Context: an optimization exercise on an open-source flow, tuned for small area, a short achievable clock period and few clock cycles. The choices shown serve that exercise and are no tape-out recipe. At most, simulation tests tie the RTL to the original design; equivalence was not proved.

before:
// JAM
module JAM (
    input CLK,
    input RST,
    output [2:0] W,
    output [2:0] J,
    input [6:0] Cost,
    output [3:0] MatchCount,
    output [9:0] MinCost,
    output reg Valid );
export LEC_CHECK = 0
export ABC_AREA = 1
export CAP_MARGIN = 20
export CORE_MARGIN = 2
export CORE_UTILIZATION = 50
export PLACE_DENSITY = 0.65
export SETUP_SLACK_MARGIN = 5
export SLEW_MARGIN = 20
create_clock -name core_clock -period 10.0 [get_ports {CLK}]
standard.sh (not shown) runs the stock make flow with config.mk's settings and CLKGATE_MAP_FILE= SYNTH_SCRIPT=/design/flow/synth_recipe.tcl, a recipe that flattens the netlist after the stock synthesis.
==> flow/flow/run.sh <==
#!/bin/bash
# The standard layout (standard.sh: the standard synthesis, then ORFS to the
# final layout), with timing repair aiming at 5.6 ns of setup slack instead of
# config.mk's 5, so that it works further on the paths it shortens.
set -euo pipefail
sed 's/SETUP_SLACK_MARGIN=[0-9.]*/SETUP_SLACK_MARGIN=5.6/' standard.sh > standard_margin.sh
bash standard_margin.sh > standard.log 2>&1
## Diff of input files: after against before
--- a/flow/design.v
+++ b/flow/design.v
@@ -4,32 +4,31 @@
     output [2:0] W,
     output [2:0] J,
     input [6:0] Cost,
     output [3:0] MatchCount,
     output [9:0] MinCost,
     output reg Valid );
 localparam ROUND = 3'd0, SEL = 3'd1, FIN = 3'd2, BUILD = 3'd3, COUNT = 3'd4;
 reg [2:0] state;
 reg [2:0] r;             
 reg [2:0] i0;            
 reg [2:0] cj;            
 reg [2:0] j0;            
-reg [8:0] base;          
+reg [8:0] base;           
 reg first;
 reg [7:0] mind;
 reg [2:0] jmin;
 reg [6:0] vpc;           
 reg [6:0] vpj;           
 reg [7:0] dcj;           
-reg [2:0] rj;            
 reg [7:0] S;             
 reg rootr;               
 reg [7:0] colFree;
 reg [6:0] vp [0:7];
 reg [7:0] dst [0:7];     
 reg [2:0] way [0:7];     
 reg [2:0] rowOf [0:7];   
 reg [2:0] ja;
 reg augdone;
 reg [9:0] mc;
 reg [3:0] cnt;
 assign MinCost = mc;
@@ -60,28 +59,29 @@
             lt7 = 1'b1;
         else
             lt7 = c < t[6:0];
     end
 endfunction
 function [7:0] above;            
     input [2:0] k;
     begin
         above = 8'hFE << k;
     end
 endfunction
 wire [2:0] j1 = way[ja];
-wire [2:0] aR = (state == ROUND) ? cj : (state == FIN) ? j1 : i0;
+wire [2:0] aR = (state == FIN) ? j1 : (state == COUNT) ? i0 : jmin;
 wire [2:0] rA = rowOf[aR];
-assign W = i0;
-assign J = cj;
+assign W = (state == SEL) ? rA : i0;
+assign J = (state == SEL) ? jmin : cj;
+wire [6:0] vpA = vpc;
 wire [6:0] vp_cj = vpc;
 wire [7:0] dA = dst[i0];
 wire [9:0] bv = {base[8], base} + {3'd0, vp_cj};
 wire [10:0] thr_o = 11'd256 - {bv[9], bv};
 wire over = !lt7(Cost, thr_o);
 wire [4:0] cur_lo = {1'b0, bv[3:0]} + {1'b0, Cost[3:0]};
 wire [3:0] cur_h0 = bv[7:4] + {1'b0, Cost[6:4]};
 wire [3:0] cur_h1 = bv[7:4] + {1'b0, Cost[6:4]} + 4'd1;
 wire [7:0] cur_b = {cur_lo[4] ? cur_h1 : cur_h0, cur_lo[3:0]};
 wire [7:0] cur8 = over ? 8'd255 : cur_b;
 wire [7:0] dst_cj = dcj;
 wire [10:0] thr_d = {3'd0, dst_cj} - {bv[9], bv};
@@ -148,41 +148,39 @@
         Valid <= 1'b0;
         augdone <= 1'b0;
     end else begin
         case (state)
         ROUND: begin
             first <= 1'b0;
             if (nxt_round[3]) begin
                 cj <= nxt_round[2:0];
                 vpc <= vpn;
                 dcj <= dstn;
             end else begin
                 state <= SEL;
-                i0 <= take ? rA : rj;
-                if (!take)
-                    cj <= jmin;
             end
         end
         SEL: begin
             if (colFree[jmin]) begin
                 mc <= mc + {2'd0, mind};
                 colFree[jmin] <= 1'b0;
                 cj <= lS[2:0];
                 vpc <= vpn;
                 dcj <= dstn;
                 augdone <= 1'b0;
                 state <= FIN;
             end else begin
                 S <= S_sel;
                 rootr <= 1'b0;
+                i0 <= rA;
                 base <= {1'b0, mind} - {2'd0, Cost} - {2'd0, vpj};
                 cj <= first_round[2:0];
                 vpc <= vpn;
                 dcj <= dstn;
                 first <= 1'b1;
                 state <= ROUND;
             end
         end
         FIN: begin
             if (S != 8'd0) begin
                 S <= S_fin;
                 cj <= lSf[2:0];
@@ -252,25 +250,24 @@
 end
 always @(posedge CLK) begin
     case (state)
     ROUND: begin
         if (better) begin
             dst[cj] <= cur8;
             way[cj] <= rootr ? cj : j0;
         end
         if (take) begin
             mind <= nd;
             jmin <= cj;
             vpj <= vpc;
-            rj <= rA;
         end
     end
     SEL: begin
         j0 <= jmin;
         ja <= jmin;
         if (colFree[jmin])
             vp[jmin] <= 7'd0;
     end
     FIN: begin
         if (S != 8'd0)
             vp[cj] <= vp_upd;
         if (!augdone) begin
### Flow results
- Diff before -> after: area of all placed cells without fillers increased 0.90%; routed length on met2 increased about 4%.
- Diff before -> after: achievable clock frequency dropped 2.0%, die area dropped 370 um^2, proportion of final cell area spent on non-clock buffers climbed 1.8 points.
- Between before and after, initial core utilization decreased.
- Vertical extent of the die ends up higher on before.
- Count of clock-buffer cells in the layout is higher on before
- [after vs before] register-to-register slack: higher in after
- Standard cell core area | after below before
- Compared to before, after has wire length after detailed routing 830 um higher.
- Diff after..before | number of buffers added to fix hold violations after cts | unchanged
Testbench counts of after, summed over its fixed seeds: cycles 2,845.
Function not checked in before: the RTL went through the layout flow alone.

========
The RTL this note starts from:
==> flow/design.v <==
module JAM (
    input CLK,
    input RST,
    output [2:0] W,
    output [2:0] J,
    input [6:0] Cost,
    output [3:0] MatchCount,
    output [9:0] MinCost,
    output reg Valid );
localparam ROUND = 3'd0, SEL = 3'd1, FIN = 3'd2, BUILD = 3'd3, COUNT = 3'd4;
reg [2:0] state;
reg [2:0] r;             
reg [2:0] i0;            
reg [2:0] cj;            
reg [2:0] j0;            
reg [8:0] base;          
reg first;
reg [7:0] mind;
reg [2:0] jmin;
reg [6:0] vpc;           
reg [6:0] vpj;           
reg [7:0] dcj;           
reg [2:0] rj;            
reg [7:0] S;             
reg rootr;               
reg [7:0] colFree;
reg [6:0] vp [0:7];
reg [7:0] dst [0:7];     
reg [2:0] way [0:7];     
reg [2:0] rowOf [0:7];   
reg [2:0] ja;
reg augdone;
reg [9:0] mc;
reg [3:0] cnt;
assign MinCost = mc;
assign MatchCount = cnt;
function [3:0] lowest;           
    input [7:0] m;
    begin
        casez (m)
            8'b???????1: lowest = 4'b1000;
            8'b??????10: lowest = 4'b1001;
            8'b?????100: lowest = 4'b1010;
            8'b????1000: lowest = 4'b1011;
            8'b???10000: lowest = 4'b1100;
            8'b??100000: lowest = 4'b1101;
            8'b?1000000: lowest = 4'b1110;
            8'b10000000: lowest = 4'b1111;
            default:     lowest = 4'b0000;
        endcase
    end
endfunction
function lt7;
    input [6:0] c;
    input [10:0] t;
    begin
        if (t[10])
            lt7 = 1'b0;
        else if (t[9:7] != 3'd0)
            lt7 = 1'b1;
        else
            lt7 = c < t[6:0];
    end
endfunction
function [7:0] above;            
    input [2:0] k;
    begin
        above = 8'hFE << k;
    end
endfunction
wire [2:0] j1 = way[ja];
wire [2:0] aR = (state == ROUND) ? cj : (state == FIN) ? j1 : i0;
wire [2:0] rA = rowOf[aR];
assign W = i0;
assign J = cj;
wire [6:0] vp_cj = vpc;
wire [7:0] dA = dst[i0];
wire [9:0] bv = {base[8], base} + {3'd0, vp_cj};
wire [10:0] base11 = {{2{base[8]}}, base};
wire [10:0] thr_o = 11'd256 - base11 - {4'd0, vp_cj};
wire over = !lt7(Cost, thr_o);
wire [4:0] cur_lo = {1'b0, bv[3:0]} + {1'b0, Cost[3:0]};
wire [3:0] cur_h0 = bv[7:4] + {1'b0, Cost[6:4]};
wire [3:0] cur_h1 = bv[7:4] + {1'b0, Cost[6:4]} + 4'd1;
wire [7:0] cur_b = {cur_lo[4] ? cur_h1 : cur_h0, cur_lo[3:0]};
wire [7:0] cur8 = over ? 8'd255 : cur_b;
wire [7:0] dst_cj = dcj;
wire [10:0] thr_d = {3'd0, dst_cj} - base11 - {4'd0, vp_cj};
wire [10:0] thr_m = {3'd0, mind} - base11 - {4'd0, vp_cj};
wire better = rootr || lt7(Cost, thr_d);
wire cur_lt_min = lt7(Cost, thr_m);
wire dst_lt_min = dst_cj < mind;
wire take = first || (better ? cur_lt_min : dst_lt_min);
wire [7:0] nd = better ? cur8 : dst_cj;
wire [3:0] nxt_round = lowest(~S & above(cj));
wire [7:0] bitcj = 8'd1 << cj;
wire [7:0] S_sel = S | (8'd1 << jmin);
wire [3:0] first_round = lowest(~S_sel);
wire [3:0] lS = lowest(S);
wire [7:0] S_fin = S & ~bitcj;
wire [3:0] lSf = lowest(S_fin);
wire aug_last = (j1 == ja);
wire cur_eq_min = (thr_m[10:7] == 4'd0) && (thr_m[6:0] == Cost);
wire newmin = (cj == 3'd0) || cur_lt_min;
wire [7:0] tmask = newmin ? bitcj : cur_eq_min ? (S | bitcj) : S;
wire [2:0] ncol = (state == ROUND) ? nxt_round[2:0] :
                  (state == SEL) ? (colFree[jmin] ? lS[2:0] : first_round[2:0]) :
                  (state == FIN) ? lSf[2:0] : cj + 3'd1;
wire [6:0] vpn = colFree[ncol] ? 7'd0 : vp[ncol];
wire [6:0] vp_upd = vpc + (mind[6:0] - dcj[6:0]);
wire [7:0] dstn = dst[ncol];
wire [6:0] vp0 = colFree[0] ? 7'd0 : vp[0];
wire [7:0] adj = dA;
wire [2:0] dm1 = i0 - 3'd1;
wire [7:0] cand = adj & ~S & (first ? 8'hFF : above(rA));
wire [3:0] lj = lowest(cand);
wire [7:0] u2 = S | (8'd1 << lj[2:0]);
reg ok;
integer k;
always @(*) begin
    ok = 1'b1;
    for (k = 1; k < 8; k = k + 1)
        if (k > i0 && (dst[k] & ~u2) == 8'd0)
            ok = 1'b0;
end
wire d6 = first && (i0 == 3'd6);
wire [7:0] fx = ~S;
wire [7:0] flo = fx & (~fx + 8'd1);
wire [7:0] fhi = fx ^ flo;
wire [7:0] m6 = dst[6] & fx;
wire [7:0] m7 = dst[7] & fx;
wire c1 = (|(m6 & flo)) && (|(m7 & fhi));
wire c2 = (|(m6 & fhi)) && (|(m7 & flo));
wire [2:0] pd = rowOf[dm1];
always @(posedge CLK or posedge RST) begin
    if (RST) begin
        state <= ROUND;
        r <= 3'd0;
        i0 <= 3'd0;
        cj <= 3'd0;
        base <= 9'd0;
        first <= 1'b1;
        S <= 8'd0;
        rootr <= 1'b1;
        vpc <= 7'd0;
        colFree <= 8'hFF;
        mc <= 10'd0;
        cnt <= 4'd0;
        Valid <= 1'b0;
        augdone <= 1'b0;
    end else begin
        case (state)
        ROUND: begin
            first <= 1'b0;
            if (nxt_round[3]) begin
                cj <= nxt_round[2:0];
                vpc <= vpn;
                dcj <= dstn;
            end else begin
                state <= SEL;
                i0 <= take ? rA : rj;
                if (!take)
                    cj <= jmin;
            end
        end
        SEL: begin
            if (colFree[jmin]) begin
                mc <= mc + {2'd0, mind};
                colFree[jmin] <= 1'b0;
                cj <= lS[2:0];
                vpc <= vpn;
                dcj <= dstn;
                augdone <= 1'b0;
                state <= FIN;
            end else begin
                S <= S_sel;
                rootr <= 1'b0;
                base <= {1'b0, mind} - {2'd0, Cost} - {2'd0, vpj};
                cj <= first_round[2:0];
                vpc <= vpn;
                dcj <= dstn;
                first <= 1'b1;
                state <= ROUND;
            end
        end
        FIN: begin
            if (S != 8'd0) begin
                S <= S_fin;
                cj <= lSf[2:0];
                vpc <= vpn;
                dcj <= dstn;
            end
            if (!augdone && aug_last)
                augdone <= 1'b1;
            if (S_fin == 8'd0 && (augdone || aug_last)) begin
                vpc <= (S != 8'd0 && cj == 3'd0) ? vp_upd : vp0;
                dcj <= dst[0];
                if (r == 3'd7) begin
                    state <= BUILD;
                    i0 <= 3'd0;
                    cj <= 3'd0;
                    base <= 9'd0;
                end else begin
                    state <= ROUND;
                    r <= r + 3'd1;
                    i0 <= r + 3'd1;
                    base <= 9'd0;
                    rootr <= 1'b1;
                    cj <= 3'd0;
                    first <= 1'b1;
                end
            end
        end
        BUILD: begin
            S <= tmask;
            cj <= cj + 3'd1;
            vpc <= vpn;
            dcj <= dstn;
            if (cj == 3'd7) begin
                i0 <= i0 + 3'd1;
                if (i0 == 3'd7) begin
                    state <= COUNT;
                    S <= 8'd0;
                    first <= 1'b1;
                end
            end
        end
        COUNT: if (!Valid) begin
            if (d6) begin
                cnt <= cnt + {3'd0, c1} + {3'd0, c2};
                i0 <= dm1;
                S <= S & ~(8'd1 << pd);
                first <= 1'b0;
            end else if (lj[3]) begin
                if (ok) begin
                    S <= u2;
                    i0 <= i0 + 3'd1;
                    first <= 1'b1;
                end else begin
                    first <= 1'b0;
                end
            end else if (i0 == 3'd0) begin
                Valid <= 1'b1;
            end else begin
                i0 <= dm1;
                S <= S & ~(8'd1 << pd);
                first <= 1'b0;
            end
        end
        default: state <= ROUND;
        endcase
    end
end
always @(posedge CLK) begin
    case (state)
    ROUND: begin
        if (better) begin
            dst[cj] <= cur8;
            way[cj] <= rootr ? cj : j0;
        end
        if (take) begin
            mind <= nd;
            jmin <= cj;
            vpj <= vpc;
            rj <= rA;
        end
    end
    SEL: begin
        j0 <= jmin;
        ja <= jmin;
        if (colFree[jmin])
            vp[jmin] <= 7'd0;
    end
    FIN: begin
        if (S != 8'd0)
            vp[cj] <= vp_upd;
        if (!augdone) begin
            rowOf[ja] <= aug_last ? r : rA;
            if (!aug_last)
                ja <= j1;
        end
    end
    BUILD: begin
        if (newmin)
            mind <= cur8;
        if (cj == 3'd7)
            dst[i0] <= tmask;
    end
    COUNT: begin
        if (!Valid && !d6 && lj[3])
            rowOf[i0] <= lj[2:0];
    end
    default: ;
    endcase
end
endmodule
export LEC_CHECK = 0
export ABC_AREA = 1
export CAP_MARGIN = 20
export CORE_MARGIN = 2
export CORE_UTILIZATION = 50
export PLACE_DENSITY = 0.65
export SETUP_SLACK_MARGIN = 5
export SLEW_MARGIN = 20
create_clock -name core_clock -period 10.0 [get_ports {CLK}]
Scripts as last shown in full above: flow/flow/run.sh
Testbench counts at the start, summed over its fixed seeds: cycles 2,845.
Then changed:
--- a/flow/design.v
+++ b/flow/design.v
@@ -75,19 +75,18 @@
 assign J = cj;
 wire [6:0] vp_cj = vpc;
 wire [7:0] dA = dst[i0];
 wire [9:0] bv = {base[8], base} + {3'd0, vp_cj};
-wire [10:0] base11 = {{2{base[8]}}, base};
-wire [10:0] thr_o = 11'd256 - base11 - {4'd0, vp_cj};
+wire [10:0] thr_o = 11'd256 - {bv[9], bv};
 wire over = !lt7(Cost, thr_o);
 wire [4:0] cur_lo = {1'b0, bv[3:0]} + {1'b0, Cost[3:0]};
 wire [3:0] cur_h0 = bv[7:4] + {1'b0, Cost[6:4]};
 wire [3:0] cur_h1 = bv[7:4] + {1'b0, Cost[6:4]} + 4'd1;
 wire [7:0] cur_b = {cur_lo[4] ? cur_h1 : cur_h0, cur_lo[3:0]};
 wire [7:0] cur8 = over ? 8'd255 : cur_b;
 wire [7:0] dst_cj = dcj;
-wire [10:0] thr_d = {3'd0, dst_cj} - base11 - {4'd0, vp_cj};
-wire [10:0] thr_m = {3'd0, mind} - base11 - {4'd0, vp_cj};
+wire [10:0] thr_d = {3'd0, dst_cj} - {bv[9], bv};
+wire [10:0] thr_m = {3'd0, mind} - {bv[9], bv};
 wire better = rootr || lt7(Cost, thr_d);
 wire cur_lt_min = lt7(Cost, thr_m);
 wire dst_lt_min = dst_cj < mind;
 wire take = first || (better ? cur_lt_min : dst_lt_min);
@@ -99,8 +98,9 @@
 wire [3:0] lS = lowest(S);
 wire [7:0] S_fin = S & ~bitcj;
 wire [3:0] lSf = lowest(S_fin);
 wire aug_last = (j1 == ja);
+wire sel_done = (S == 8'd0) && (way[jmin] == jmin);
 wire cur_eq_min = (thr_m[10:7] == 4'd0) && (thr_m[6:0] == Cost);
 wire newmin = (cj == 3'd0) || cur_lt_min;
 wire [7:0] tmask = newmin ? bitcj : cur_eq_min ? (S | bitcj) : S;
 wire [2:0] ncol = (state == ROUND) ? nxt_round[2:0] :
@@ -163,9 +163,28 @@
                     cj <= jmin;
             end
         end
         SEL: begin
-            if (colFree[jmin]) begin
+            if (colFree[jmin] && sel_done) begin
+                mc <= mc + {2'd0, mind};
+                colFree[jmin] <= 1'b0;
+                vpc <= vp0;
+                dcj <= dst[0];
+                if (r == 3'd7) begin
+                    state <= BUILD;
+                    i0 <= 3'd0;
+                    cj <= 3'd0;
+                    base <= 9'd0;
+                end else begin
+                    state <= ROUND;
+                    r <= r + 3'd1;
+                    i0 <= r + 3'd1;
+                    base <= 9'd0;
+                    rootr <= 1'b1;
+                    cj <= 3'd0;
+                    first <= 1'b1;
+                end
+            end else if (colFree[jmin]) begin
                 mc <= mc + {2'd0, mind};
                 colFree[jmin] <= 1'b0;
                 cj <= lS[2:0];
                 vpc <= vpn;
@@ -269,8 +288,10 @@
         j0 <= jmin;
         ja <= jmin;
         if (colFree[jmin])
             vp[jmin] <= 7'd0;
+        if (colFree[jmin] && sel_done)
+            rowOf[jmin] <= r;
     end
     FIN: begin
         if (S != 8'd0)
             vp[cj] <= vp_upd;
=>
- area after synthesis stays flat
- clock skew stays flat
- worst setup slack is worse by 0.16 ns
- hold slack is worse by 0.015 ns
- core utilization came out higher by 2.4 points
- sequential share of layout area came out lower by 1.2 points
- final area came out higher by a few percent
- wire length came out higher by a few percent
- flip-flop and latch count came out higher by 3
The RTL of the second run of this note was laid out without a check of its function.

## separate check: timing with driven ports
Ports are ideal in the flow. The routed layouts listed here were re-timed in OpenROAD.
Step 1 (the two cells are an assumption about what drives the block):
set clk [get_ports {CLK}]
set_driving_cell -lib_cell sky130_fd_sc_hd__clkbuf_16 $clk
set_driving_cell -lib_cell sky130_fd_sc_hd__buf_2 [delete_from_list [all_inputs] $clk]
Step 2 times the ports against the registers' clock, not the clock port: input delays grow and output delays shrink by t, the midpoint of the rising clock arrivals with the driver on.
Slacks: ideal ports / drivers / drivers and shift; pairs: ideal ports / drivers.
| run | t, ns | setup slack, ns | latest minus earliest clock arrival (ns) | cell pins on the clock port's net |
|---|---|---|---|---|
| before | 0.639 | 5.597 / 5.597 / 5.076 | 0.029 / 0.029 | 1 |
| after | 0.629 | 5.508 / 5.456 / 5.214 | 0.017 / 0.017 | 1 |
| the first run of note 2 | 0.648 | 5.752 / 5.752 / 5.169 | 0.014 / 0.014 | 1 |
| the second run of note 2 | 0.603 | 5.588 / 5.588 / 5.105 | 0.014 / 0.013 | 1 |
After both steps setup and hold are still met in every run listed. The setup slack of the first run of note 2, which loses most, moves by 0.000 ns with the drivers and by -0.583 ns with both steps.
